This design comes from an exercise in tuning for small area, a short achievable clock period and few clock cycles per item on the open sky130 flow, not from production work.
The RTL was checked by simulation tests, not by an equivalence proof against the original design.

== exp/onyx ==
==> flow/design.v <==
module e203_muldiv (
  input         clk,
  input         rst_n,
  input         i_valid,
  output        i_ready,
  input  [2:0]  i_op,
  input  [31:0] i_rs1,
  input  [31:0] i_rs2,
  output        o_valid,
  input         o_ready,
  output [31:0] o_wdat
);
  function [5:0] bitlen;
    input [31:0] v;
    integer i;
    begin
      bitlen = 0;
      for (i = 0; i < 32; i = i + 1)
        if (v[i]) bitlen = i + 1;
    end
  endfunction
  function [2:0] bsel;
    input [2:0] b;
    begin
      bsel[2] = b[0] ^ b[1];
      bsel[1] = (b[2] & ~b[1] & ~b[0]) | (~b[2] & b[1] & b[0]);
      bsel[0] = b[2];
    end
  endfunction
  reg busy, done;
  wire start = i_valid & ~busy;
  assign o_valid = done;
  assign i_ready = done & o_ready;
  wire fin = done & o_ready;
  reg        isdiv, rop, qneg, anr, bz, dsub;
  reg [3:0]  osl, osh;     
  reg        dnorm, dfix;     
  reg [5:0]  cnt;
  reg [34:0] mc;           
  reg [33:0] pl;
  reg [33:0] acc;          
  reg [2:0]  s0, s1;       
  reg        p0, p1;       
  wire op_div = i_op[2];
  wire [32:0] xin = {(i_op[1:0] != 2'd3) & i_rs1[31], i_rs1};
  wire [32:0] yin = {(i_op[1] == 1'b0) & i_rs2[31], i_rs2};
  wire fx0 = (xin[32:8] == {25{xin[32]}}), fy0 = (yin[32:8] == {25{yin[32]}});
  wire fx1 = (xin[32:12] == {21{xin[32]}}), fy1 = (yin[32:12] == {21{yin[32]}});
  wire fx2 = (xin[32:16] == {17{xin[32]}}), fy2 = (yin[32:16] == {17{yin[32]}});
  wire swap = (fx0 & ~fy0) | (fx1 & ~fy1) | (fx2 & ~fy2);
  wire f0 = fx0 | fy0, f1 = fx1 | fy1, f2 = fx2 | fy2;
  wire [3:0] ohm = {~f2, f2 & ~f1, f1 & ~f0, f0};
  wire [32:0] mpl = swap ? xin : yin;
  wire [32:0] mcd = swap ? yin : xin;
  wire [33:0] tx = {34{xin[0]}} & {yin[32], yin};
  wire [33:0] ty = {34{yin[0]}} & {xin[32], xin};
  wire [33:0] t0 = swap ? tx : ty;
  wire [7:0] bx0 = {bsel({xin[2:1], 1'b0}), bsel(xin[4:2]), xin[2], xin[4]};
  wire [7:0] by0 = {bsel({yin[2:1], 1'b0}), bsel(yin[4:2]), yin[2], yin[4]};
  wire [7:0] bs0 = swap ? bx0 : by0;
  wire a_neg = ~i_op[0] & i_rs1[31];
  wire b_neg = ~i_op[0] & i_rs2[31];
  wire [31:0] ax = i_rs1 ^ {32{a_neg}};
  wire [31:0] bx = i_rs2 ^ {32{b_neg}};
  wire [5:0] ma_c = bitlen(ax);
  wire [5:0] mb_c = bitlen(bx);
  wire bzero = (i_rs2 == 32'd0);
  function [31:0] pfor;
    input [31:0] v;
    integer i;
    begin
      pfor[31] = v[31];
      for (i = 30; i >= 0; i = i - 1) pfor[i] = pfor[i + 1] | v[i];
    end
  endfunction
  wire [31:0] ta0 = pfor(ax), tb0 = pfor(bx);
  wire [32:0] ta = a_neg ? {ta0, 1'b1} : {1'b0, ta0};
  wire [32:0] tb = {1'b0, tb0};
  wire dskip = bzero | (|(tb & ~ta));
  wire [5:0] qs = pl[5:0] + {5'd0, anr} - pl[11:6];
  function [37:0] pp;
    input [2:0] s;
    input [34:0] x;
    reg [37:0] xe;
    begin
      xe = {{3{x[34]}}, x};
      pp = (({38{s[2]}} & xe) | ({38{s[1]}} & {xe[36:0], 1'b0})) ^ {38{s[0]}};
    end
  endfunction
  wire [37:0] ra = {{4{acc[33]}}, acc};
  wire [37:0] rb = pp(s0, mc);
  wire [37:0] rc = {pp(s1, mc), {2{s1[0]}}};    
  wire [37:0] sx = ra ^ rb ^ rc;
  wire [37:0] cx1 = {(ra[36:0] & rb[36:0]) | (ra[36:0] & rc[36:0]) | (rb[36:0] & rc[36:0]), p0};
  wire [37:0] sum = sx + cx1 + {37'd0, p1};
  wire acc_ok = (sum[37] == anr);       
  always @(posedge clk or negedge rst_n) begin
    if (!rst_n) begin
      busy <= 1'b0;
      done <= 1'b0;
    end else if (fin) begin
      busy <= 1'b0;
      done <= 1'b0;
    end else if (start) begin
      busy <= 1'b1;
      done <= op_div & dskip;
    end else if (busy & ~done) begin
      done <= isdiv ? (dfix ? 1'b1 : dnorm ? 1'b0 : (cnt == 6'd1) & ~(rop ? anr : qneg))
                    : (cnt == 6'd1);
    end
  end
  wire [4:0] mnext = pl[8:4];
  always @(posedge clk) begin
    if (start) begin
      isdiv <= op_div;
      rop <= i_op[1];
      bz <= bzero;
      qneg <= (a_neg ^ b_neg) & ~dskip;
      osl <= (i_op[1:0] == 2'd0) ? ohm : 4'b0000;
      osh <= (i_op[1:0] != 2'd0) ? ohm : 4'b0000;
      anr <= a_neg;
      dsub <= ~(a_neg ^ b_neg);
      if (op_div) begin
        dnorm <= ~dskip;
        dfix <= 1'b0;
        acc <= {{2{a_neg}}, i_rs1};
        mc <= {{3{b_neg}}, i_rs2};
        pl <= {22'd0, {mb_c, ma_c} & {12{~dskip}}};    
        s0 <= {2'b00, a_neg};
        s1 <= 3'b000;
        p0 <= 1'b0;
        p1 <= 1'b0;
      end else begin
        dnorm <= 1'b0;
        dfix <= 1'b0;
        cnt <= {2'b00, ohm[3], ohm[2], ohm[1] | ohm[0], ohm[1]};    
        acc <= {t0[33], t0[33:1]};
        mc <= {{2{mcd[32]}}, mcd};
        pl <= {t0[0], mpl[32:1], 1'b0};
        {s0, s1, p0, p1} <= bs0;
      end
    end else if (busy & ~done) begin
      if (isdiv) begin
        if (dnorm) begin
          dnorm <= 1'b0;
          cnt <= qs + 6'd1;
          mc <= mc << qs;
          pl <= 34'd0;
          acc <= sum[33:0];
          s0 <= {2'b10, dsub};
          p0 <= dsub;
          p1 <= 1'b0;
        end else if (dfix) begin
          acc <= sum[33:0];
        end else begin
          cnt <= cnt - 6'd1;
          mc <= {mc[34], mc[34:1]};
          if (cnt == 6'd1 & ~rop & qneg) acc <= 34'd0;
          else if (acc_ok) acc <= sum[33:0];
          pl <= {pl[32:0], acc_ok};
          if (cnt == 6'd1) begin
            dfix <= rop ? anr : qneg;
            mc <= {2'b00, pl[31:0], acc_ok};
            s0 <= rop ? 3'b000 : 3'b101;
            p0 <= ~rop;
            p1 <= rop;
          end
        end
      end else begin
        cnt <= cnt - 6'd1;
        acc <= sum[37:4];
        pl <= {sum[3:0], pl[33:4]};
        s0 <= bsel(mnext[2:0]);
        s1 <= bsel(mnext[4:2]);
        p0 <= mnext[2];
        p1 <= mnext[4];
      end
    end
  end
  wire [63:0] p0w = {{21{acc[33]}}, acc, pl[33:25]};
  wire [63:0] p1w = {{17{acc[33]}}, acc, pl[33:21]};
  wire [63:0] p2w = {{13{acc[33]}}, acc, pl[33:17]};
  wire [63:0] p3w = {acc[30:0], pl[33:1]};
  wire [31:0] mres = ({32{osl[0]}} & p0w[31:0]) | ({32{osl[1]}} & p1w[31:0])
                   | ({32{osl[2]}} & p2w[31:0]) | ({32{osl[3]}} & p3w[31:0])
                   | ({32{osh[0]}} & p0w[63:32]) | ({32{osh[1]}} & p1w[63:32])
                   | ({32{osh[2]}} & p2w[63:32]) | ({32{osh[3]}} & p3w[63:32]);
  wire [31:0] dres = (rop | qneg) ? acc[31:0] : (bz ? 32'hFFFFFFFF : pl[31:0]);
  assign o_wdat = isdiv ? dres : mres;
endmodule
==> flow/config.mk <==
export PLATFORM = sky130hd
export DESIGN_NAME = e203_muldiv
export DESIGN_NICKNAME = e203_muldiv
export VERILOG_FILES = /design/flow/design.v
export SDC_FILE = /design/flow/constraint.sdc
export NUM_CORES = 8
export LEC_CHECK = 0
export ABC_AREA = 1
export CAP_MARGIN = 20
export CORE_MARGIN = 2
export CORE_UTILIZATION = 45
export CTS_BUF_LIST = sky130_fd_sc_hd__clkbuf_8
export SLEW_MARGIN = 20
==> flow/constraint.sdc <==
create_clock -name core_clock -period 11.0 [get_ports {clk}]
set_input_delay 2.2000 -clock core_clock [delete_from_list [all_inputs] [get_ports {clk}]]
set_output_delay 2.2000 -clock core_clock [all_outputs]
set_load 0.01 [all_outputs]
standard.sh (not shown) runs the stock make flow with config.mk's settings and CLKGATE_MAP_FILE= SYNTH_SCRIPT=/design/flow/synth_recipe.tcl, a recipe that flattens the netlist after the stock synthesis.
==> flow/flow/run.sh <==
#!/bin/bash
# The standard layout (the standard.sh, unchanged synthesis) with three
# changes to how it is made:
#  - ports are buffered with a plain buffer (not a delay cell),
#  - the resizer may change a cell's drive strength even when that changes
#    the cell's width (MATCH_CELL_FOOTPRINT 0),
#  - timing repair aims for more setup slack than the design's clock needs.
set -euo pipefail
MARGIN=$(cat flow/margin.txt)
bash standard.sh SETUP_SLACK_MARGIN=$MARGIN MATCH_CELL_FOOTPRINT=0 \
  "BUFFER_PORTS_ARGS=-buffer_cell sky130_fd_sc_hd__buf_1" finish > run_make.log 2>&1
==> flow/flow/margin.txt <==
6.0
exp/onyx finished end to end and its layout was clean on timing, DRC and antenna.
Testbench counts of exp/onyx, summed over its fixed seeds: cycles 160,453, ops 24,000.
> inputs changed (exp/onyx -> exp/pepper)
Settings: CAP_MARGIN changed from 20 to 5; SETUP_SLACK_MARGIN newly set to 5; CTS_BUF_LIST removed (was sky130_fd_sc_hd__clkbuf_8); SLEW_MARGIN changed from 20 to 5.
==> flow/run.sh (new file) <==
#!/bin/bash
# synth_recipe.tcl (not shown) runs the flow's synth.tcl, then flattens the netlist and writes it again
# the make line also repeats each setting of config.mk as NAME=value (left out here)
make -C /OpenROAD-flow-scripts/flow DESIGN_CONFIG=/design/flow/config.mk WORK_HOME=/design/flow/orfs CLKGATE_MAP_FILE= SYNTH_SCRIPT=/design/flow/synth_recipe.tcl finish
removed: flow/flow/run.sh
removed: flow/flow/margin.txt
removed: flow/standard.sh
==> comparison <==
exp/pepper against exp/onyx: mean number of vias per cell went up; total length of routed met2 wires fell by 3.5%; area added between synthesis and finish decreased by 2.3 points relative to the old numbers. Design area delta for exp/pepper relative to exp/onyx: 2.1% lower. In exp/pepper the insertion delay to the later sink of the worst-skew pair turned out 0.06 ns lower than in exp/onyx. Critical path depth: lower on exp/pepper. Summary of exp/pepper over exp/onyx: worst-case hold slack moved down; via count dropped 198.
The inputs of exp/willow differ from those of exp/pepper as listed below.
Settings: CTS_BUF_LIST newly set to sky130_fd_sc_hd__clkbuf_8 sky130_fd_sc_hd__clkbuf_16; SETUP_SLACK_MARGIN removed (was 5); PLACE_DENSITY newly set to 0.75.
==> flow/flow/run.sh (new file) <==
#!/bin/bash
# The standard layout (the standard.sh, unchanged synthesis) with three
# changes to how it is made:
#  - ports are buffered with a plain buffer (not a delay cell),
#  - the resizer may change a cell's drive strength even when that changes
#    the cell's width (MATCH_CELL_FOOTPRINT 0),
#  - timing repair aims for more setup slack than the design's clock needs.
set -euo pipefail
MARGIN=$(cat flow/margin.txt)
bash standard.sh SETUP_SLACK_MARGIN=$MARGIN MATCH_CELL_FOOTPRINT=0 \
  "BUFFER_PORTS_ARGS=-buffer_cell sky130_fd_sc_hd__buf_2" finish > run_make.log 2>&1
==> flow/flow/margin.txt (new file) <==
6.0
==> flow/standard.sh (new file) <==
#!/bin/bash
# synth_recipe.tcl (not shown) runs the flow's synth.tcl, then flattens the netlist and writes it again
# the make line also repeats each setting of config.mk as NAME=value (left out here)
make -C /OpenROAD-flow-scripts/flow DESIGN_CONFIG=/design/flow/config.mk WORK_HOME=/design/flow/orfs CLKGATE_MAP_FILE= SYNTH_SCRIPT=/design/flow/synth_recipe.tcl "${@:-finish}"
removed: flow/run.sh
Notes after the runs:
Changes observed in exp/willow relative to exp/pepper: final non-filler cell total saw an increase. Changes observed in exp/willow relative to exp/pepper: share of post-route cells with drive strength above 1 higher; largest fanout on the critical path lower; filler cell count in the final layout lower. exp/willow: fraction of cell area in non-clock buffers is 0.62 points higher than what exp/pepper reported. exp/willow and exp/pepper all finish clean. Between exp/willow and exp/pepper, the clock skew figures differ only marginally. | post-detailed-route wirelength per cell | exp/willow vs exp/pepper | 0.58 um higher |.
Modified inputs, exp/raven compared to exp/willow
Settings: changing PLACE_DENSITY from 0.75 to 0.45.
[summary]
- exp/raven: PASS, flow complete, no timing, DRC or antenna violations
- Per the comparison of exp/raven with exp/willow, wire length after detailed routing now sits lower; critical path depth moved down; final critical path time including I/O delays and setup lower.
- exp/willow and exp/raven ended up with roughly the same fraction of standard cell area that is sequential.
- sky130_fd_sc_hd__o21ai_0 as the cell with the largest stage delay on the worst path was reported by exp/raven, and sky130_fd_sc_hd__nor4_1 by exp/willow.
- Compare exp/raven and exp/willow | worst slack at placement higher: exp/raven
- Between exp/raven and exp/willow, the portion of the clock cycle consumed by the worst path in the final layout is lower for exp/raven.
Inputs modified between exp/raven and exp/amber:
Settings: CORE_UTILIZATION now 38, was 45; PLACE_DENSITY no longer set, was 0.45.
==> comparison <==
exp/amber went all the way through synthesis, placement and routing and the layout is clean on timing, DRC and antenna.
Met3 layer usage reported by global route (exp/amber over exp/raven): decrease, 3.5 points
~same final cell area excluding filler cells in exp/amber and exp/raven
A top layer reached by signal wires of met4 is what exp/amber shows, while met5 belongs to exp/raven.
Modified inputs, exp/xenon compared to exp/amber
Settings: CAP_MARGIN: 5 -> 20; CORE_UTILIZATION: 38 -> 45; SLEW_MARGIN: 5 -> 20.
[summary]
met2 wire length for exp/xenon is lower than for exp/amber. Looking at largest net degree at the start of global routing, exp/xenon sits about 1.4% lower than exp/amber does. Changes observed in exp/xenon relative to exp/amber: layout multi-input combinational cell count has remained practically unchanged; total number of tap cells has decreased. exp/xenon — number of cells on the critical path 6 lower, exp/amber as reference. Side by side, achievable frequency turned out lower in exp/xenon than in exp/amber. The run with more routed wire is exp/amber, not exp/xenon. The end point of the critical path comes out o_wdat[9] in one run and mc[10] in the other, namely in exp/xenon and exp/amber respectively.

[static timing again, ports no longer ideal]
No port has a modelled driver above. Below, the same layouts with a new extraction and two added sets of constraints.
Step 1 (the two cells are an assumption about what drives the block):
set clk [get_ports {clk}]
set_driving_cell -lib_cell sky130_fd_sc_hd__clkbuf_16 $clk
set_driving_cell -lib_cell sky130_fd_sc_hd__buf_2 [delete_from_list [all_inputs] $clk]
Step 2 times the ports against the registers' clock, not the clock port: input delays grow and output delays shrink by t, the midpoint of the rising clock arrivals with the driver on.
Three values: no drivers, after step 1, after step 2; two values: the first two.
| run | shift t [ns] | setup WS [ns] | slew at the worst register clock pin (ns) |
|---|---|---|---|
| exp/onyx | 0.560 | 6.022 / 6.023 / 5.494 | 0.10 / 0.10 |
| exp/pepper | 0.499 | 5.117 / 5.147 / 4.648 | 0.06 / 0.06 |
| exp/willow | 0.498 | 5.849 / 5.883 / 5.385 | 0.07 / 0.07 |
| exp/raven | 0.489 | 5.933 / 5.884 / 5.472 | 0.07 / 0.07 |
| exp/amber | 0.499 | 6.084 / 6.038 / 5.607 | 0.07 / 0.07 |
| exp/xenon | 0.504 | 5.948 / 5.894 / 5.528 | 0.07 / 0.07 |
After both steps setup and hold are still met in every run listed. The setup slack of exp/onyx, which loses most, moves by +0.001 ns with the drivers and by -0.528 ns with both steps.
